Background: an optimization exercise with open tools, aiming at small area and a short achievable clock period. Do not read the settings as production practice. Function was checked by simulation only, so behaviour that the tests miss may differ from the original. Power figures rest on the tool's default switching activity, not on a simulated workload.

<file path="flow/design.v">
`timescale 1ns/1ps
module ALU(X, B, R, y, valid_in, clk);
    input [15:0] X, B;
    input clk;
    input R;
    input valid_in;
    output reg [38:0] y;
    wire v = valid_in & ~R;
    wire [15:0] bg = B & {16{v}};
    wire [38:0] yg = y & {39{~R}};
    wire [255:0] pp;
    genvar gi, gj;
    generate
        for (gi = 0; gi < 16; gi = gi + 1) begin : g_row
            for (gj = 0; gj < 16; gj = gj + 1) begin : g_col
                assign pp[gi*16+gj] = X[gi] & bg[gj];
            end
        end
    endgenerate
  wire hs0, hc0;
  ha u_ha0 (.a(pp[13]), .b(pp[28]), .s(hs0), .co(hc0));
  wire fs0, fc0;
  fa u_fa0 (.a(pp[14]), .b(pp[29]), .c(pp[44]), .s(fs0), .co(fc0));
  wire hs1, hc1;
  ha u_ha1 (.a(pp[59]), .b(pp[74]), .s(hs1), .co(hc1));
  wire fs1, fc1;
  fa u_fa1 (.a(pp[15]), .b(pp[30]), .c(pp[45]), .s(fs1), .co(fc1));
  wire fs2, fc2;
  fa u_fa2 (.a(pp[60]), .b(pp[75]), .c(pp[90]), .s(fs2), .co(fc2));
  wire hs2, hc2;
  ha u_ha2 (.a(pp[105]), .b(pp[120]), .s(hs2), .co(hc2));
  wire fs3, fc3;
  fa u_fa3 (.a(pp[31]), .b(pp[46]), .c(pp[61]), .s(fs3), .co(fc3));
  wire fs4, fc4;
  fa u_fa4 (.a(pp[76]), .b(pp[91]), .c(pp[106]), .s(fs4), .co(fc4));
  wire hs3, hc3;
  ha u_ha3 (.a(pp[121]), .b(pp[136]), .s(hs3), .co(hc3));
  wire fs5, fc5;
  fa u_fa5 (.a(pp[47]), .b(pp[62]), .c(pp[77]), .s(fs5), .co(fc5));
  wire fs6, fc6;
  fa u_fa6 (.a(pp[92]), .b(pp[107]), .c(pp[122]), .s(fs6), .co(fc6));
  wire fs7, fc7;
  fa u_fa7 (.a(pp[63]), .b(pp[78]), .c(pp[93]), .s(fs7), .co(fc7));
  wire hs4, hc4;
  ha u_ha4 (.a(pp[9]), .b(pp[24]), .s(hs4), .co(hc4));
  wire fs8, fc8;
  fa u_fa8 (.a(pp[10]), .b(pp[25]), .c(pp[40]), .s(fs8), .co(fc8));
  wire hs5, hc5;
  ha u_ha5 (.a(pp[55]), .b(pp[70]), .s(hs5), .co(hc5));
  wire fs9, fc9;
  fa u_fa9 (.a(pp[11]), .b(pp[26]), .c(pp[41]), .s(fs9), .co(fc9));
  wire fs10, fc10;
  fa u_fa10 (.a(pp[56]), .b(pp[71]), .c(pp[86]), .s(fs10), .co(fc10));
  wire hs6, hc6;
  ha u_ha6 (.a(pp[101]), .b(pp[116]), .s(hs6), .co(hc6));
  wire fs11, fc11;
  fa u_fa11 (.a(pp[12]), .b(pp[27]), .c(pp[42]), .s(fs11), .co(fc11));
  wire fs12, fc12;
  fa u_fa12 (.a(pp[57]), .b(pp[72]), .c(pp[87]), .s(fs12), .co(fc12));
  wire fs13, fc13;
  fa u_fa13 (.a(pp[102]), .b(pp[117]), .c(pp[132]), .s(fs13), .co(fc13));
  wire hs7, hc7;
  ha u_ha7 (.a(pp[147]), .b(pp[162]), .s(hs7), .co(hc7));
  wire fs14, fc14;
  fa u_fa14 (.a(pp[43]), .b(pp[58]), .c(pp[73]), .s(fs14), .co(fc14));
  wire fs15, fc15;
  fa u_fa15 (.a(pp[88]), .b(pp[103]), .c(pp[118]), .s(fs15), .co(fc15));
  wire fs16, fc16;
  fa u_fa16 (.a(pp[133]), .b(pp[148]), .c(pp[163]), .s(fs16), .co(fc16));
  wire fs17, fc17;
  fa u_fa17 (.a(pp[178]), .b(pp[193]), .c(pp[208]), .s(fs17), .co(fc17));
  wire fs18, fc18;
  fa u_fa18 (.a(pp[89]), .b(pp[104]), .c(pp[119]), .s(fs18), .co(fc18));
  wire fs19, fc19;
  fa u_fa19 (.a(pp[134]), .b(pp[149]), .c(pp[164]), .s(fs19), .co(fc19));
  wire fs20, fc20;
  fa u_fa20 (.a(pp[179]), .b(pp[194]), .c(pp[209]), .s(fs20), .co(fc20));
  wire fs21, fc21;
  fa u_fa21 (.a(pp[224]), .b(hc0), .c(hs1), .s(fs21), .co(fc21));
  wire fs22, fc22;
  fa u_fa22 (.a(pp[135]), .b(pp[150]), .c(pp[165]), .s(fs22), .co(fc22));
  wire fs23, fc23;
  fa u_fa23 (.a(pp[180]), .b(pp[195]), .c(pp[210]), .s(fs23), .co(fc23));
  wire fs24, fc24;
  fa u_fa24 (.a(pp[225]), .b(pp[240]), .c(hc1), .s(fs24), .co(fc24));
  wire fs25, fc25;
  fa u_fa25 (.a(hs2), .b(fc0), .c(fs1), .s(fs25), .co(fc25));
  wire fs26, fc26;
  fa u_fa26 (.a(pp[151]), .b(pp[166]), .c(pp[181]), .s(fs26), .co(fc26));
  wire fs27, fc27;
  fa u_fa27 (.a(pp[196]), .b(pp[211]), .c(pp[226]), .s(fs27), .co(fc27));
  wire fs28, fc28;
  fa u_fa28 (.a(pp[241]), .b(hc2), .c(hs3), .s(fs28), .co(fc28));
  wire fs29, fc29;
  fa u_fa29 (.a(fc1), .b(fc2), .c(fs3), .s(fs29), .co(fc29));
  wire fs30, fc30;
  fa u_fa30 (.a(pp[137]), .b(pp[152]), .c(pp[167]), .s(fs30), .co(fc30));
  wire fs31, fc31;
  fa u_fa31 (.a(pp[182]), .b(pp[197]), .c(pp[212]), .s(fs31), .co(fc31));
  wire fs32, fc32;
  fa u_fa32 (.a(pp[227]), .b(pp[242]), .c(hc3), .s(fs32), .co(fc32));
  wire fs33, fc33;
  fa u_fa33 (.a(fc3), .b(fc4), .c(fs5), .s(fs33), .co(fc33));
  wire fs34, fc34;
  fa u_fa34 (.a(pp[108]), .b(pp[123]), .c(pp[138]), .s(fs34), .co(fc34));
  wire fs35, fc35;
  fa u_fa35 (.a(pp[153]), .b(pp[168]), .c(pp[183]), .s(fs35), .co(fc35));
  wire fs36, fc36;
  fa u_fa36 (.a(pp[198]), .b(pp[213]), .c(pp[228]), .s(fs36), .co(fc36));
  wire fs37, fc37;
  fa u_fa37 (.a(pp[243]), .b(fc5), .c(fc6), .s(fs37), .co(fc37));
  wire fs38, fc38;
  fa u_fa38 (.a(pp[79]), .b(pp[94]), .c(pp[109]), .s(fs38), .co(fc38));
  wire fs39, fc39;
  fa u_fa39 (.a(pp[124]), .b(pp[139]), .c(pp[154]), .s(fs39), .co(fc39));
  wire fs40, fc40;
  fa u_fa40 (.a(pp[169]), .b(pp[184]), .c(pp[199]), .s(fs40), .co(fc40));
  wire fs41, fc41;
  fa u_fa41 (.a(pp[214]), .b(pp[229]), .c(pp[244]), .s(fs41), .co(fc41));
  wire fs42, fc42;
  fa u_fa42 (.a(pp[95]), .b(pp[110]), .c(pp[125]), .s(fs42), .co(fc42));
  wire fs43, fc43;
  fa u_fa43 (.a(pp[140]), .b(pp[155]), .c(pp[170]), .s(fs43), .co(fc43));
  wire fs44, fc44;
  fa u_fa44 (.a(pp[185]), .b(pp[200]), .c(pp[215]), .s(fs44), .co(fc44));
  wire fs45, fc45;
  fa u_fa45 (.a(pp[111]), .b(pp[126]), .c(pp[141]), .s(fs45), .co(fc45));
  wire fs46, fc46;
  fa u_fa46 (.a(pp[156]), .b(pp[171]), .c(pp[186]), .s(fs46), .co(fc46));
  wire fs47, fc47;
  fa u_fa47 (.a(pp[127]), .b(pp[142]), .c(pp[157]), .s(fs47), .co(fc47));
  wire hs8, hc8;
  ha u_ha8 (.a(pp[6]), .b(pp[21]), .s(hs8), .co(hc8));
  wire fs48, fc48;
  fa u_fa48 (.a(pp[7]), .b(pp[22]), .c(pp[37]), .s(fs48), .co(fc48));
  wire hs9, hc9;
  ha u_ha9 (.a(pp[52]), .b(pp[67]), .s(hs9), .co(hc9));
  wire fs49, fc49;
  fa u_fa49 (.a(pp[8]), .b(pp[23]), .c(pp[38]), .s(fs49), .co(fc49));
  wire fs50, fc50;
  fa u_fa50 (.a(pp[53]), .b(pp[68]), .c(pp[83]), .s(fs50), .co(fc50));
  wire hs10, hc10;
  ha u_ha10 (.a(pp[98]), .b(pp[113]), .s(hs10), .co(hc10));
  wire fs51, fc51;
  fa u_fa51 (.a(pp[39]), .b(pp[54]), .c(pp[69]), .s(fs51), .co(fc51));
  wire fs52, fc52;
  fa u_fa52 (.a(pp[84]), .b(pp[99]), .c(pp[114]), .s(fs52), .co(fc52));
  wire fs53, fc53;
  fa u_fa53 (.a(pp[129]), .b(pp[144]), .c(hs4), .s(fs53), .co(fc53));
  wire fs54, fc54;
  fa u_fa54 (.a(pp[85]), .b(pp[100]), .c(pp[115]), .s(fs54), .co(fc54));
  wire fs55, fc55;
  fa u_fa55 (.a(pp[130]), .b(pp[145]), .c(pp[160]), .s(fs55), .co(fc55));
  wire fs56, fc56;
  fa u_fa56 (.a(hc4), .b(hs5), .c(fs8), .s(fs56), .co(fc56));
  wire fs57, fc57;
  fa u_fa57 (.a(pp[131]), .b(pp[146]), .c(pp[161]), .s(fs57), .co(fc57));
  wire fs58, fc58;
  fa u_fa58 (.a(pp[176]), .b(hc5), .c(hs6), .s(fs58), .co(fc58));
  wire fs59, fc59;
  fa u_fa59 (.a(fc8), .b(fs9), .c(fs10), .s(fs59), .co(fc59));
  wire fs60, fc60;
  fa u_fa60 (.a(pp[177]), .b(pp[192]), .c(hc6), .s(fs60), .co(fc60));
  wire fs61, fc61;
  fa u_fa61 (.a(hs7), .b(fc9), .c(fc10), .s(fs61), .co(fc61));
  wire fs62, fc62;
  fa u_fa62 (.a(fs11), .b(fs12), .c(fs13), .s(fs62), .co(fc62));
  wire fs63, fc63;
  fa u_fa63 (.a(hc7), .b(hs0), .c(fc11), .s(fs63), .co(fc63));
  wire fs64, fc64;
  fa u_fa64 (.a(fc12), .b(fc13), .c(fs14), .s(fs64), .co(fc64));
  wire fs65, fc65;
  fa u_fa65 (.a(fs15), .b(fs16), .c(fs17), .s(fs65), .co(fc65));
  wire fs66, fc66;
  fa u_fa66 (.a(fc14), .b(fc15), .c(fc16), .s(fs66), .co(fc66));
  wire fs67, fc67;
  fa u_fa67 (.a(fc17), .b(fs18), .c(fs19), .s(fs67), .co(fc67));
  wire fs68, fc68;
  fa u_fa68 (.a(fs20), .b(fs0), .c(fs21), .s(fs68), .co(fc68));
  wire fs69, fc69;
  fa u_fa69 (.a(fc18), .b(fc19), .c(fc20), .s(fs69), .co(fc69));
  wire fs70, fc70;
  fa u_fa70 (.a(fs22), .b(fs23), .c(fs2), .s(fs70), .co(fc70));
  wire fs71, fc71;
  fa u_fa71 (.a(fc21), .b(fs24), .c(fs25), .s(fs71), .co(fc71));
  wire fs72, fc72;
  fa u_fa72 (.a(fc22), .b(fc23), .c(fs26), .s(fs72), .co(fc72));
  wire fs73, fc73;
  fa u_fa73 (.a(fs27), .b(fs4), .c(fc24), .s(fs73), .co(fc73));
  wire fs74, fc74;
  fa u_fa74 (.a(fs28), .b(fc25), .c(fs29), .s(fs74), .co(fc74));
  wire fs75, fc75;
  fa u_fa75 (.a(fc26), .b(fc27), .c(fs30), .s(fs75), .co(fc75));
  wire fs76, fc76;
  fa u_fa76 (.a(fs31), .b(fs6), .c(fc28), .s(fs76), .co(fc76));
  wire fs77, fc77;
  fa u_fa77 (.a(fs32), .b(fc29), .c(fs33), .s(fs77), .co(fc77));
  wire fs78, fc78;
  fa u_fa78 (.a(fc30), .b(fc31), .c(fs34), .s(fs78), .co(fc78));
  wire fs79, fc79;
  fa u_fa79 (.a(fs35), .b(fs36), .c(fs7), .s(fs79), .co(fc79));
  wire fs80, fc80;
  fa u_fa80 (.a(fc32), .b(fc33), .c(fs37), .s(fs80), .co(fc80));
  wire fs81, fc81;
  fa u_fa81 (.a(fc34), .b(fc35), .c(fc36), .s(fs81), .co(fc81));
  wire fs82, fc82;
  fa u_fa82 (.a(fc7), .b(fs38), .c(fs39), .s(fs82), .co(fc82));
  wire fs83, fc83;
  fa u_fa83 (.a(fs40), .b(fs41), .c(fc37), .s(fs83), .co(fc83));
  wire fs84, fc84;
  fa u_fa84 (.a(pp[230]), .b(pp[245]), .c(fc38), .s(fs84), .co(fc84));
  wire fs85, fc85;
  fa u_fa85 (.a(fc39), .b(fc40), .c(fc41), .s(fs85), .co(fc85));
  wire fs86, fc86;
  fa u_fa86 (.a(fs42), .b(fs43), .c(fs44), .s(fs86), .co(fc86));
  wire fs87, fc87;
  fa u_fa87 (.a(pp[201]), .b(pp[216]), .c(pp[231]), .s(fs87), .co(fc87));
  wire fs88, fc88;
  fa u_fa88 (.a(pp[246]), .b(fc42), .c(fc43), .s(fs88), .co(fc88));
  wire fs89, fc89;
  fa u_fa89 (.a(fc44), .b(fs45), .c(fs46), .s(fs89), .co(fc89));
  wire fs90, fc90;
  fa u_fa90 (.a(pp[172]), .b(pp[187]), .c(pp[202]), .s(fs90), .co(fc90));
  wire fs91, fc91;
  fa u_fa91 (.a(pp[217]), .b(pp[232]), .c(pp[247]), .s(fs91), .co(fc91));
  wire fs92, fc92;
  fa u_fa92 (.a(fc45), .b(fc46), .c(fs47), .s(fs92), .co(fc92));
  wire fs93, fc93;
  fa u_fa93 (.a(pp[143]), .b(pp[158]), .c(pp[173]), .s(fs93), .co(fc93));
  wire fs94, fc94;
  fa u_fa94 (.a(pp[188]), .b(pp[203]), .c(pp[218]), .s(fs94), .co(fc94));
  wire fs95, fc95;
  fa u_fa95 (.a(pp[233]), .b(pp[248]), .c(fc47), .s(fs95), .co(fc95));
  wire fs96, fc96;
  fa u_fa96 (.a(pp[159]), .b(pp[174]), .c(pp[189]), .s(fs96), .co(fc96));
  wire fs97, fc97;
  fa u_fa97 (.a(pp[204]), .b(pp[219]), .c(pp[234]), .s(fs97), .co(fc97));
  wire fs98, fc98;
  fa u_fa98 (.a(pp[175]), .b(pp[190]), .c(pp[205]), .s(fs98), .co(fc98));
  wire hs11, hc11;
  ha u_ha11 (.a(pp[4]), .b(pp[19]), .s(hs11), .co(hc11));
  wire fs99, fc99;
  fa u_fa99 (.a(pp[5]), .b(pp[20]), .c(pp[35]), .s(fs99), .co(fc99));
  wire hs12, hc12;
  ha u_ha12 (.a(pp[50]), .b(pp[65]), .s(hs12), .co(hc12));
  wire fs100, fc100;
  fa u_fa100 (.a(pp[36]), .b(pp[51]), .c(pp[66]), .s(fs100), .co(fc100));
  wire fs101, fc101;
  fa u_fa101 (.a(pp[81]), .b(pp[96]), .c(hs8), .s(fs101), .co(fc101));
  wire fs102, fc102;
  fa u_fa102 (.a(pp[82]), .b(pp[97]), .c(pp[112]), .s(fs102), .co(fc102));
  wire fs103, fc103;
  fa u_fa103 (.a(hc8), .b(hs9), .c(fs48), .s(fs103), .co(fc103));
  wire fs104, fc104;
  fa u_fa104 (.a(pp[128]), .b(hc9), .c(hs10), .s(fs104), .co(fc104));
  wire fs105, fc105;
  fa u_fa105 (.a(fc48), .b(fs49), .c(fs50), .s(fs105), .co(fc105));
  wire fs106, fc106;
  fa u_fa106 (.a(hc10), .b(fc49), .c(fc50), .s(fs106), .co(fc106));
  wire fs107, fc107;
  fa u_fa107 (.a(fs51), .b(fs52), .c(fs53), .s(fs107), .co(fc107));
  wire fs108, fc108;
  fa u_fa108 (.a(fc51), .b(fc52), .c(fs54), .s(fs108), .co(fc108));
  wire fs109, fc109;
  fa u_fa109 (.a(fs55), .b(fc53), .c(fs56), .s(fs109), .co(fc109));
  wire fs110, fc110;
  fa u_fa110 (.a(fc54), .b(fc55), .c(fs57), .s(fs110), .co(fc110));
  wire fs111, fc111;
  fa u_fa111 (.a(fs58), .b(fc56), .c(fs59), .s(fs111), .co(fc111));
  wire fs112, fc112;
  fa u_fa112 (.a(fc57), .b(fc58), .c(fs60), .s(fs112), .co(fc112));
  wire fs113, fc113;
  fa u_fa113 (.a(fc59), .b(fs61), .c(fs62), .s(fs113), .co(fc113));
  wire fs114, fc114;
  fa u_fa114 (.a(fc60), .b(fc61), .c(fc62), .s(fs114), .co(fc114));
  wire fs115, fc115;
  fa u_fa115 (.a(fs63), .b(fs64), .c(fs65), .s(fs115), .co(fc115));
  wire fs116, fc116;
  fa u_fa116 (.a(fc63), .b(fc64), .c(fc65), .s(fs116), .co(fc116));
  wire fs117, fc117;
  fa u_fa117 (.a(fs66), .b(fs67), .c(fs68), .s(fs117), .co(fc117));
  wire fs118, fc118;
  fa u_fa118 (.a(fc66), .b(fc67), .c(fs69), .s(fs118), .co(fc118));
  wire fs119, fc119;
  fa u_fa119 (.a(fs70), .b(fc68), .c(fs71), .s(fs119), .co(fc119));
  wire fs120, fc120;
  fa u_fa120 (.a(fc69), .b(fc70), .c(fs72), .s(fs120), .co(fc120));
  wire fs121, fc121;
  fa u_fa121 (.a(fs73), .b(fc71), .c(fs74), .s(fs121), .co(fc121));
  wire fs122, fc122;
  fa u_fa122 (.a(fc72), .b(fc73), .c(fs75), .s(fs122), .co(fc122));
  wire fs123, fc123;
  fa u_fa123 (.a(fs76), .b(fc74), .c(fs77), .s(fs123), .co(fc123));
  wire fs124, fc124;
  fa u_fa124 (.a(fc75), .b(fs78), .c(fs79), .s(fs124), .co(fc124));
  wire fs125, fc125;
  fa u_fa125 (.a(fc76), .b(fc77), .c(fs80), .s(fs125), .co(fc125));
  wire fs126, fc126;
  fa u_fa126 (.a(fc78), .b(fc79), .c(fs81), .s(fs126), .co(fc126));
  wire fs127, fc127;
  fa u_fa127 (.a(fs82), .b(fc80), .c(fs83), .s(fs127), .co(fc127));
  wire fs128, fc128;
  fa u_fa128 (.a(fc81), .b(fc82), .c(fs84), .s(fs128), .co(fc128));
  wire fs129, fc129;
  fa u_fa129 (.a(fs85), .b(fs86), .c(fc83), .s(fs129), .co(fc129));
  wire fs130, fc130;
  fa u_fa130 (.a(fs87), .b(fc84), .c(fc85), .s(fs130), .co(fc130));
  wire fs131, fc131;
  fa u_fa131 (.a(fc86), .b(fs88), .c(fs89), .s(fs131), .co(fc131));
  wire fs132, fc132;
  fa u_fa132 (.a(fc87), .b(fs90), .c(fs91), .s(fs132), .co(fc132));
  wire fs133, fc133;
  fa u_fa133 (.a(fc88), .b(fc89), .c(fs92), .s(fs133), .co(fc133));
  wire fs134, fc134;
  fa u_fa134 (.a(fc90), .b(fc91), .c(fs93), .s(fs134), .co(fc134));
  wire fs135, fc135;
  fa u_fa135 (.a(fs94), .b(fc92), .c(fs95), .s(fs135), .co(fc135));
  wire fs136, fc136;
  fa u_fa136 (.a(pp[249]), .b(fc93), .c(fc94), .s(fs136), .co(fc136));
  wire fs137, fc137;
  fa u_fa137 (.a(fs96), .b(fs97), .c(fc95), .s(fs137), .co(fc137));
  wire fs138, fc138;
  fa u_fa138 (.a(pp[220]), .b(pp[235]), .c(pp[250]), .s(fs138), .co(fc138));
  wire fs139, fc139;
  fa u_fa139 (.a(fc96), .b(fc97), .c(fs98), .s(fs139), .co(fc139));
  wire fs140, fc140;
  fa u_fa140 (.a(pp[191]), .b(pp[206]), .c(pp[221]), .s(fs140), .co(fc140));
  wire fs141, fc141;
  fa u_fa141 (.a(pp[236]), .b(pp[251]), .c(fc98), .s(fs141), .co(fc141));
  wire fs142, fc142;
  fa u_fa142 (.a(pp[207]), .b(pp[222]), .c(pp[237]), .s(fs142), .co(fc142));
  wire hs13, hc13;
  ha u_ha13 (.a(pp[3]), .b(pp[18]), .s(hs13), .co(hc13));
  wire fs143, fc143;
  fa u_fa143 (.a(pp[34]), .b(pp[49]), .c(pp[64]), .s(fs143), .co(fc143));
  wire fs144, fc144;
  fa u_fa144 (.a(pp[80]), .b(hc11), .c(hs12), .s(fs144), .co(fc144));
  wire fs145, fc145;
  fa u_fa145 (.a(hc12), .b(fc99), .c(fs100), .s(fs145), .co(fc145));
  wire fs146, fc146;
  fa u_fa146 (.a(fc100), .b(fs102), .c(fc101), .s(fs146), .co(fc146));
  wire fs147, fc147;
  fa u_fa147 (.a(fc102), .b(fs104), .c(fc103), .s(fs147), .co(fc147));
  wire fs148, fc148;
  fa u_fa148 (.a(fc104), .b(fc105), .c(fs106), .s(fs148), .co(fc148));
  wire fs149, fc149;
  fa u_fa149 (.a(fc106), .b(fs108), .c(fc107), .s(fs149), .co(fc149));
  wire fs150, fc150;
  fa u_fa150 (.a(fc108), .b(fs110), .c(fc109), .s(fs150), .co(fc150));
  wire fs151, fc151;
  fa u_fa151 (.a(fc110), .b(fs112), .c(fc111), .s(fs151), .co(fc151));
  wire fs152, fc152;
  fa u_fa152 (.a(fc112), .b(fc113), .c(fs114), .s(fs152), .co(fc152));
  wire fs153, fc153;
  fa u_fa153 (.a(fc114), .b(fc115), .c(fs116), .s(fs153), .co(fc153));
  wire fs154, fc154;
  fa u_fa154 (.a(fc116), .b(fs118), .c(fc117), .s(fs154), .co(fc154));
  wire fs155, fc155;
  fa u_fa155 (.a(fc118), .b(fs120), .c(fc119), .s(fs155), .co(fc155));
  wire fs156, fc156;
  fa u_fa156 (.a(fc120), .b(fs122), .c(fc121), .s(fs156), .co(fc156));
  wire fs157, fc157;
  fa u_fa157 (.a(fc122), .b(fs124), .c(fc123), .s(fs157), .co(fc157));
  wire fs158, fc158;
  fa u_fa158 (.a(fc124), .b(fs126), .c(fc125), .s(fs158), .co(fc158));
  wire fs159, fc159;
  fa u_fa159 (.a(fc126), .b(fs128), .c(fc127), .s(fs159), .co(fc159));
  wire fs160, fc160;
  fa u_fa160 (.a(fc128), .b(fs130), .c(fs131), .s(fs160), .co(fc160));
  wire fs161, fc161;
  fa u_fa161 (.a(fs132), .b(fc130), .c(fc131), .s(fs161), .co(fc161));
  wire fs162, fc162;
  fa u_fa162 (.a(fc132), .b(fs134), .c(fc133), .s(fs162), .co(fc162));
  wire fs163, fc163;
  fa u_fa163 (.a(fc134), .b(fs136), .c(fc135), .s(fs163), .co(fc163));
  wire fs164, fc164;
  fa u_fa164 (.a(fs138), .b(fc136), .c(fs139), .s(fs164), .co(fc164));
  wire fs165, fc165;
  fa u_fa165 (.a(fc138), .b(fs140), .c(fc139), .s(fs165), .co(fc165));
  wire fs166, fc166;
  fa u_fa166 (.a(pp[252]), .b(fc140), .c(fs142), .s(fs166), .co(fc166));
  wire fs167, fc167;
  fa u_fa167 (.a(pp[223]), .b(pp[238]), .c(pp[253]), .s(fs167), .co(fc167));
  wire hs14, hc14;
  ha u_ha14 (.a(pp[2]), .b(pp[17]), .s(hs14), .co(hc14));
  wire fs168, fc168;
  fa u_fa168 (.a(pp[33]), .b(pp[48]), .c(hs13), .s(fs168), .co(fc168));
  wire fs169, fc169;
  fa u_fa169 (.a(hc13), .b(hs11), .c(fs143), .s(fs169), .co(fc169));
  wire fs170, fc170;
  fa u_fa170 (.a(fc143), .b(fs99), .c(fs144), .s(fs170), .co(fc170));
  wire fs171, fc171;
  fa u_fa171 (.a(fc144), .b(fs101), .c(fs145), .s(fs171), .co(fc171));
  wire fs172, fc172;
  fa u_fa172 (.a(fc145), .b(fs103), .c(fs146), .s(fs172), .co(fc172));
  wire fs173, fc173;
  fa u_fa173 (.a(fs105), .b(fc146), .c(fs147), .s(fs173), .co(fc173));
  wire fs174, fc174;
  fa u_fa174 (.a(fc147), .b(fs107), .c(fs148), .s(fs174), .co(fc174));
  wire fs175, fc175;
  fa u_fa175 (.a(fc148), .b(fs109), .c(fs149), .s(fs175), .co(fc175));
  wire fs176, fc176;
  fa u_fa176 (.a(fs111), .b(fc149), .c(fs150), .s(fs176), .co(fc176));
  wire fs177, fc177;
  fa u_fa177 (.a(fs113), .b(fc150), .c(fs151), .s(fs177), .co(fc177));
  wire fs178, fc178;
  fa u_fa178 (.a(fs115), .b(fc151), .c(fs152), .s(fs178), .co(fc178));
  wire fs179, fc179;
  fa u_fa179 (.a(fc152), .b(fs117), .c(fs153), .s(fs179), .co(fc179));
  wire fs180, fc180;
  fa u_fa180 (.a(fc153), .b(fs119), .c(fs154), .s(fs180), .co(fc180));
  wire fs181, fc181;
  fa u_fa181 (.a(fs121), .b(fc154), .c(fs155), .s(fs181), .co(fc181));
  wire fs182, fc182;
  fa u_fa182 (.a(fs123), .b(fc155), .c(fs156), .s(fs182), .co(fc182));
  wire fs183, fc183;
  fa u_fa183 (.a(fs125), .b(fc156), .c(fs157), .s(fs183), .co(fc183));
  wire fs184, fc184;
  fa u_fa184 (.a(fs127), .b(fc157), .c(fs158), .s(fs184), .co(fc184));
  wire fs185, fc185;
  fa u_fa185 (.a(fs129), .b(fc158), .c(fs159), .s(fs185), .co(fc185));
  wire fs186, fc186;
  fa u_fa186 (.a(fc129), .b(fs160), .c(fc159), .s(fs186), .co(fc186));
  wire fs187, fc187;
  fa u_fa187 (.a(fs133), .b(fc160), .c(fs161), .s(fs187), .co(fc187));
  wire fs188, fc188;
  fa u_fa188 (.a(fs135), .b(fc161), .c(fs162), .s(fs188), .co(fc188));
  wire fs189, fc189;
  fa u_fa189 (.a(fs137), .b(fc162), .c(fs163), .s(fs189), .co(fc189));
  wire fs190, fc190;
  fa u_fa190 (.a(fc137), .b(fs164), .c(fc163), .s(fs190), .co(fc190));
  wire fs191, fc191;
  fa u_fa191 (.a(fs141), .b(fc164), .c(fs165), .s(fs191), .co(fc191));
  wire fs192, fc192;
  fa u_fa192 (.a(fc141), .b(fs166), .c(fc165), .s(fs192), .co(fc192));
  wire fs193, fc193;
  fa u_fa193 (.a(fc142), .b(fs167), .c(fc166), .s(fs193), .co(fc193));
  wire fs194, fc194;
  fa u_fa194 (.a(pp[239]), .b(pp[254]), .c(fc167), .s(fs194), .co(fc194));
  wire [31:0] ps, pc;
  assign ps[0] = pp[0]; assign pc[0] = 1'b0;
  assign ps[1] = pp[1]; assign pc[1] = pp[16];
  assign ps[2] = pp[32]; assign pc[2] = hs14;
  assign ps[3] = hc14; assign pc[3] = fs168;
  assign ps[4] = fc168; assign pc[4] = fs169;
  assign ps[5] = fc169; assign pc[5] = fs170;
  assign ps[6] = fc170; assign pc[6] = fs171;
  assign ps[7] = fc171; assign pc[7] = fs172;
  assign ps[8] = fc172; assign pc[8] = fs173;
  assign ps[9] = fc173; assign pc[9] = fs174;
  assign ps[10] = fc174; assign pc[10] = fs175;
  assign ps[11] = fc175; assign pc[11] = fs176;
  assign ps[12] = fc176; assign pc[12] = fs177;
  assign ps[13] = fc177; assign pc[13] = fs178;
  assign ps[14] = fc178; assign pc[14] = fs179;
  assign ps[15] = fc179; assign pc[15] = fs180;
  assign ps[16] = fc180; assign pc[16] = fs181;
  assign ps[17] = fc181; assign pc[17] = fs182;
  assign ps[18] = fc182; assign pc[18] = fs183;
  assign ps[19] = fc183; assign pc[19] = fs184;
  assign ps[20] = fc184; assign pc[20] = fs185;
  assign ps[21] = fc185; assign pc[21] = fs186;
  assign ps[22] = fs187; assign pc[22] = fc186;
  assign ps[23] = fc187; assign pc[23] = fs188;
  assign ps[24] = fc188; assign pc[24] = fs189;
  assign ps[25] = fc189; assign pc[25] = fs190;
  assign ps[26] = fs191; assign pc[26] = fc190;
  assign ps[27] = fc191; assign pc[27] = fs192;
  assign ps[28] = fs193; assign pc[28] = fc192;
  assign ps[29] = fs194; assign pc[29] = fc193;
  assign ps[30] = pp[255]; assign pc[30] = fc194;
  assign ps[31] = 1'b0; assign pc[31] = 1'b0;
    wire [31:0] s3 = yg[31:0] ^ ps ^ pc;
    wire [32:0] c3 = {(yg[31:0] & ps) | (yg[31:0] & pc) | (ps & pc), 1'b0};
    wire [32:0] lo = {1'b0, s3} + c3;
    wire [31:0] pfull = ps + pc;
    wire p31 = pfull[31];
    wire [6:0] yh = yg[38:32];
    wire [6:0] yinc = yh + 7'd1;
    wire [6:0] ydec = yh - 7'd1;
    wire [6:0] hi = (lo[32] & ~p31) ? yinc : (~lo[32] & p31) ? ydec : yh;
    always @(posedge clk)
        y <= {hi, lo[31:0]};
endmodule
module fa(a, b, c, s, co);
    input a, b, c;
    output s, co;
    assign s = a ^ b ^ c;
    assign co = (a & b) | (c & (a ^ b));
endmodule
module ha(a, b, s, co);
    input a, b;
    output s, co;
    assign s = a ^ b;
    assign co = a & b;
endmodule
</file>
<file path="flow/run.sh">
#!/bin/bash
# synth_recipe.tcl (not shown) runs the flow's synth.tcl, then flattens the netlist and writes it again
# the make line also repeats each setting of config.mk as NAME=value (left out here)
make -C /OpenROAD-flow-scripts/flow DESIGN_CONFIG=/design/flow/config.mk WORK_HOME=/design/flow/orfs CLKGATE_MAP_FILE= SYNTH_SCRIPT=/design/flow/synth_recipe.tcl finish
</file>
<file path="flow/config.mk">
export PLATFORM = sky130hd
export DESIGN_NAME = ALU
export DESIGN_NICKNAME = ALU
export VERILOG_FILES = /design/flow/design.v
export SDC_FILE = /design/flow/constraint.sdc
export NUM_CORES = 4
export LEC_CHECK = 0
export CAP_MARGIN = 20
export CORE_MARGIN = 2
export CORE_UTILIZATION = 40
export SETUP_SLACK_MARGIN = 3
export SLEW_MARGIN = 20
</file>
<file path="flow/constraint.sdc">
create_clock -name core_clock -period 10.0 [get_ports {clk}]
set_input_delay 2.0000 -clock core_clock [delete_from_list [all_inputs] [get_ports {clk}]]
set_output_delay 2.0000 -clock core_clock [all_outputs]
set_load 0.01 [all_outputs]
</file>
==> qor.csv, run 1 <==
metric;value;unit
area grow syn2layout;26.3;%
CP most frequent cell;fa_2;
Synth cell types;54;
synth warn;1;
Cell Area, Synth;10700;µm²
Multi-input gate area;9440;µm²
full die area;28000;µm²
Synth Flop Type;dfxtp_1;
Core Rows;59;
nets;1687;
CP max-delay cell;fa_2;
leading area contributor after synthesis;fa_1;
CTS buffer count;5;
Max Root-Sink Buffers;2;
number of synthesized flops with an enable pin;0;
largest family of logic cells by synthesized area;adder cells;
CP max FO;5;
Area contributors post-synth;fa_1 (42%), ha_1 (9.2%), inv_1 (8.8%), dfxtp_1 (7.3%), and3_1 (6.8%);
Chip Height;167;µm
DP Worst Slack;0.458;ns
relative slew slack;45.8;%
CTS H-tree lvls;2;
critical path data arrival time;8.20;ns
Slew Viols, Final;0;
Final Power;2.32;mW
DR WL/cell;18.9;µm
Post-CTS Hold Fix Bufs;0;
crit end category;flip-flop;
post-synthesis xor/xnor area fraction;2.38;%
RSZ-0062 raised after global routing;yes;
Synth Area in Compound Gates;8.31;%
post-synthesis register bit count;39;
first-pass GRT wire length;49700;µm
IO Port Bufs;73;
core area;26100;µm²
final hold vios;0;
RePlAce Congestion;0.881;
io pins;74;
Crit path max-delay family;adder cells;
Hold Crit Class;flip-flop to flip-flop;
CTS root buf;clkbuf_16;
Biggest register;y;
max-cap viol count;0;
startpoint types;primary input;
fmax;0.126;GHz
Filler Cell Count;2441;
Cells after Synth;1224;
Post-synth top cells;inv_1 (249), fa_1 (226), nand2_1 (167), and3_1 (116), ha_1 (78);
Slew @ Worst Pin;0.813;ns
DP HPWL;23500;µm
routed vias;8931;
wirelength, routed;31800;µm
die width;167;µm
final setup fails;0;
initial antenna violation count;0;
TritonCTS clock tree;done;
Static Leak;6.71;nW
ys async rst share;0;%
grt total ovfl;0;
later-pin clock latency in the skew report;0.29;ns
CP peak stage delay;0.61;ns
Worst-path clk slew;0.06;ns
kind of critical path;primary input to flip-flop;
vias in the first global route;9225;
pin count of the biggest net entering global routing;45;
most common cell in the netlist;inv_1;
Final Worst Setup Slack;2.03;ns
post-route core utilization;51.5;%
1st-iter DRT viols;508;
# diodes;0;
syn avg cell area;8.71;µm²
Mapped Nets;1563;
DRT Pass-1 Iters;16;
outcome;finished clean;
Largest regs;y (39);
Setup TNS;0;ns
number of clock sinks;39;
final worst path period share;79.7;%
Final ANT Viol Nets;0;
mux contribution to synthesized area;0;%
Vias/cell;5.31;
total track usage;22.9;%
peak supply drop;0.000169;V
CP bufs+invs;6;
Post-Synth Adder-Cell Area;51.6;%
proportion of layout cells with a drive suffix above 1;19.9;%
Register Area;781;µm²
DRC viols;0;
top-area cell type share of the netlist area;42.5;%
sequential share of the synthesized area;7.33;%
Layout Skew;0.00497;ns
Post-Synth Simple-Gate Area;19.7;%
Initial Util;40.8;%
max reg flops;39;
Period minus WS final;7.97;ns
WP data required;10.24;ns
Cell Pwr Density;173;nW/µm²
==> where the power goes <==
| group | internal, mW | switching (mW) | total (mW) | leakage [nW] |
|---|---|---|---|---|
| Clock | 0.116 | 0.0701 | 0.187 | 0.0759 |
| Sequential | 0.226 | 0.0339 | 0.260 | 0.325 |
| Combinational | 0.927 | 0.951 | 1.88 | 6.31 |
| Total | 1.27 | 1.05 | 2.32 | 6.71 |
==> what timing repair did <==
item | CTS | global route
gates cloned | 3 | 2
setup buffers | 49 | 33
pin swaps | 49 | 53
resized for setup | 187 | 78
setup endpoints to repair | 31 | 26
==> kinds of logic (layout without fill, tap and decap cells) <==
| family | Yosys count | in the layout |
|---|---|---|
| simple gates | 416 | 417 |
| xor+xnor | 29 | 29 |
| fa+ha+maj | 304 | 304 |
| buf+inv | 303 | 426 |
| compound gates | 133 | 133 |
| flops | 39 | 39 |
==> through the flow <==
step	hold WS (ns)	cell area, µm²	cells
final	0.508	13500	1683
after global routing	0.544	13500	1683
after CTS	0.508	12800	1648
after detailed placement	0.513	11800	1589
after global placement	0.522	11800	1589
after floorplan	0.515	10900	1224
==> final cells by class <==
cell class | count | area share [%]
Multi-Input combinational cell | 883 | 70.1
Timing Repair Buffer | 170 | 12.8
Inverter | 249 | 6.94
Sequential cell | 39 | 5.80
Tap cell | 335 | 3.11
Clock buffer | 5 | 0.929
Clock inverter | 2 | 0.279
==> path summary, 6_finish.rpt <==
check                              startpoint            end  slack (ns)  depth (start not counted)
worst max-delay path                 valid_in  y[38]$_DFF_P_        2.03                         26
worst min-delay path            y[37]$_DFF_P_  y[37]$_DFF_P_        0.51                          1
worst max register to register   y[2]$_DFF_P_  y[38]$_DFF_P_        6.34                         13
worst min register to register  y[37]$_DFF_P_  y[37]$_DFF_P_        0.51                          1
==> cell usage in the layout (no fill, tap or decap), types with 8 or more instances in the layout <==
cell and instances:
inv_1 232, fa_1 204, nand2_1 160, and3_1 107
buf_4 64, ha_1 61, clkdlybuf4s50_1 42, dfxtp_1 39
nor2_1 27, a21oi_1 27, a21o_1 27, nor2b_1 26
fa_2 22, buf_6 19, inv_2 17, and2_4 16
o21ai_0 16, ha_4 15, xor2_1 13, xnor2_1 13
dlygate4sd2_1 13, clkdlybuf4s15_2 13, nand2b_1 12, nand4_1 10
and3_4 9, buf_12 8
==> per-layer routing <==
metal / wire length [µm] / track usage [%]
met5: 0 / 0
met4: 1040 / 8.32
met1: 13000 / 29.9
met3: 1510 / 2.55
met2: 16200 / 39.4
==> inputs of run 2 (changes only) <==
--- a/flow/config.mk
+++ b/flow/config.mk
@@ -8,5 +8,4 @@
 export CAP_MARGIN = 20
 export CORE_MARGIN = 2
 export CORE_UTILIZATION = 40
-export SETUP_SLACK_MARGIN = 3
 export SLEW_MARGIN = 20
==> qor.csv, run 2 <==
metric;value;unit
outcome;finished clean;
RePlAce Congestion;0.875;
relative slew slack;42.8;%
Slew Viols, Final;0;
Worst Setup SP;valid_in;
DP Worst Slack;0.333;ns
# diodes;0;
Cells after Synth;1224;
TritonCTS clock tree;done;
Biggest register;y;
Area contributors post-synth;fa_1 (42%), ha_1 (9.2%), inv_1 (8.8%), dfxtp_1 (7.3%), and3_1 (6.8%);
max reg flops;39;
synth warn;1;
Cell Pwr Density;142;nW/µm²
last element of the critical path;y[36]$_DFF_P_;
area grow syn2layout;11.7;%
routed vias;8485;
total track usage;21.4;%
proportion of layout cells with a drive suffix above 1;2.68;%
Mapped Nets;1563;
syn avg cell area;8.71;µm²
reg2reg start;y[1]$_DFF_P_;
kind of critical path;primary input to flip-flop;
Setup Buffers After CTS;0;
Post-CTS Hold Fix Bufs;0;
Vias/cell;5.30;
DP HPWL;23500;µm
DRT Pass-1 Iters;16;
CP max FO;101;
number of synthesized flops with an enable pin;0;
Synth Flop Type;dfxtp_1;
top-area cell type share of the netlist area;42.5;%
critical path data arrival time;9.63;ns
startpoint types;primary input;
CTS H-tree lvls;2;
final worst path period share;94.9;%
Core Rows;59;
IO Port Bufs;73;
1st-iter DRT viols;475;
vias in the first global route;8912;
Final Power;1.70;mW
leading area contributor after synthesis;fa_1;
grt total ovfl;0;
Final Worst Setup Slack;0.514;ns
number of clock sinks;39;
most common cell after layout, fill and taps aside;inv_1;
most common cell in the netlist;inv_1;
Initial Util;40.8;%
full die area;28000;µm²
later-pin clock latency in the skew report;0.29;ns
DR WL/cell;18.1;µm
Max Root-Sink Buffers;2;
Cell Area, Synth;10700;µm²
Setup TNS;0;ns
Final ANT Viol Nets;0;
post-synthesis register bit count;39;
Layout Skew;0.0110;ns
CTS root buf;clkbuf_16;
final hold vios;0;
Filler Cell Count;2601;
Static Leak;6.14;nW
Largest regs;y (39);
worst r2r path cells;15;
fmax;0.105;GHz
Period minus WS final;9.49;ns
first-pass GRT wire length;46700;µm
WP data required;10.15;ns
wirelength, routed;29100;µm
Synth cell types;54;
max-cap viol count;0;
core area;26100;µm²
pin count of the biggest net entering global routing;102;
DRC viols;0;
peak supply drop;0.000108;V
Slew @ Worst Pin;0.856;ns
RR Endpoint;y[31]$_DFF_P_;
sequential share of the synthesized area;7.33;%
die width;167;µm
crit end category;flip-flop;
R2R setup slack;6.05;ns
Chip Height;167;µm
final setup fails;0;
post_cts resized;0;
CTS buffer count;5;
Hold Crit Class;flip-flop to flip-flop;
initial antenna violation count;1;
io pins;74;
nets;1605;
Worst-path clk slew;0.06;ns
most frequent cells in the layout;inv_1 (249), fa_1 (226), nand2_1 (167);
RSZ-0062 raised after global routing;no;
ys async rst share;0;%
Post-synth top cells;inv_1 (249), fa_1 (226), nand2_1 (167), and3_1 (116), ha_1 (78);
==> run 2: cell types whose count changed in the layout (fill, tap and decap cells not counted), moves of 16 or more <==
cell / previous run / this run
fa_1: 204 / 226
fa_2: 22 / 0
and2_1: 1 / 18
buf_4: 64 / 15
inv_2: 17 / 0
ha_1: 61 / 78
inv_1: 232 / 249
buf_6: 19 / 0
clkdlybuf4s50_1: 42 / 73
and2_4: 16 / 0
==> run 2: power breakdown <==
group,total [mW],internal [mW],switching [mW],leakage (nW)
sequential,0.260,0.226,0.0337,0.325
combinational,1.26,0.559,0.705,5.74
clock,0.171,0.106,0.0653,0.0761
==> run 2: how the worst min path moves through the flow <==
stage                       start             to  cells after the start  slack (ns)
CTS                 y[37]$_DFF_P_  y[37]$_DFF_P_                      1        0.54
detailed placement  y[37]$_DFF_P_  y[37]$_DFF_P_                      1        0.53
global route        y[37]$_DFF_P_  y[37]$_DFF_P_                      1        0.59
floorplan           y[37]$_DFF_P_  y[37]$_DFF_P_                      1        0.51
finish              y[37]$_DFF_P_  y[37]$_DFF_P_                      1        0.55
global placement    y[37]$_DFF_P_  y[37]$_DFF_P_                      1        0.52
==> run 2: per-layer routing <==
metal / global-route usage, % / routed length, µm / vias up / part of all wire (%)
li1: - / - / 3902 / -
met1: 27.6 / 11800 / 4251 / 41
met2: 37.5 / 14900 / 273 / 51
met3: 3.00 / 1500 / 59 / 5.2
met4: 6.47 / 811 / 0 / 2.8
met5: 0 / 0 / - / 0
==> run 2: worst max-delay path: stages <==
cell and delay (ns):
clkdlybuf4s50_1 0.56, nor2b_4 0.57, buf_12 0.38, and2_1 0.49, nand2_1 0.15, fa_1 0.57
inv_1 0.05, fa_1 0.48, inv_1 0.05, fa_1 0.39, fa_1 0.53, inv_1 0.06
fa_1 0.42, fa_1 0.48, ha_1 0.39, a211oi_1 0.25, nor2_1 0.11, o41a_1 0.52
a41o_1 0.30, nor3_2 0.39, a32oi_1 0.17, a21boi_0 0.20, o21ai_0 0.10
==> run 2: area by class of cell <==
type	instances	area, µm²	share of cell area, %
Multi-Input combinational cell	882	8750	73.5
Inverter	249	935	7.85
Timing Repair Buffer	89	863	7.25
Sequential cell	39	781	6.56
Tap cell	335	419	3.52
Clock buffer	7	153	1.28
Clock inverter	1	7.51	0.0631
==> run 2: kinds of logic (layout without fill, tap and decap cells) <==
| family | count (synthesis) | after routing | synth area share, % |
|---|---|---|---|
| simple gates | 416 | 416 | 19.7 |
| fa+ha+maj | 304 | 304 | 51.6 |
| buf+inv | 303 | 346 | 10.7 |
| compound gates | 133 | 133 | 8.31 |
| flops | 39 | 39 | 7.33 |
| xor+xnor | 29 | 29 | 2.38 |
==> run 2: through the flow <==
| stage | util (%) | hold slack [ns] | instance area (µm²) | std cells |
|---|---|---|---|---|
| final | 45.6 | 0.546 | 11900 | 1602 |
| after global routing | 45.6 | 0.588 | 11900 | 1602 |
| after CTS | 45.6 | 0.542 | 11900 | 1602 |
| after detailed placement | 44.9 | 0.527 | 11700 | 1594 |
| after global placement | 44.9 | 0.521 | 11700 | 1594 |
| after floorplan | - | 0.515 | 10700 | 1224 |

[what the ideal ports hide]
How much do the figures lean on ideal ports? The routed layouts below were timed once more, with nothing changed but the port constraints. Step 1 sets driving cells, clkbuf_16 on the clock port and buf_2 on the other inputs (assumed; they add their load-dependent delay and slew). Step 2 also shifts input and output timing later by t, the mid clock arrival at the registers, as if the neighbouring blocks saw the same clock. Slacks: ideal ports / drivers / drivers and shift; pairs: ideal ports / drivers.
run | shift t [ns] | setup WS [ns] | slew at the worst register clock pin (ns) | worst slew at a driven data input, ns | cell pins on the clock port's net
run 1 | 0.333 | 2.032 / 2.023 / 1.691 | 0.06 / 0.06 | 0.06 | 1
run 2 | 0.324 | 0.514 / 0.522 / 0.198 | 0.06 / 0.06 | 0.04 | 1
After both steps setup and hold are still met in every run listed. For run 1, which loses most, drivers alone change the setup slack by -0.009 ns; drivers and shift together by -0.341 ns.
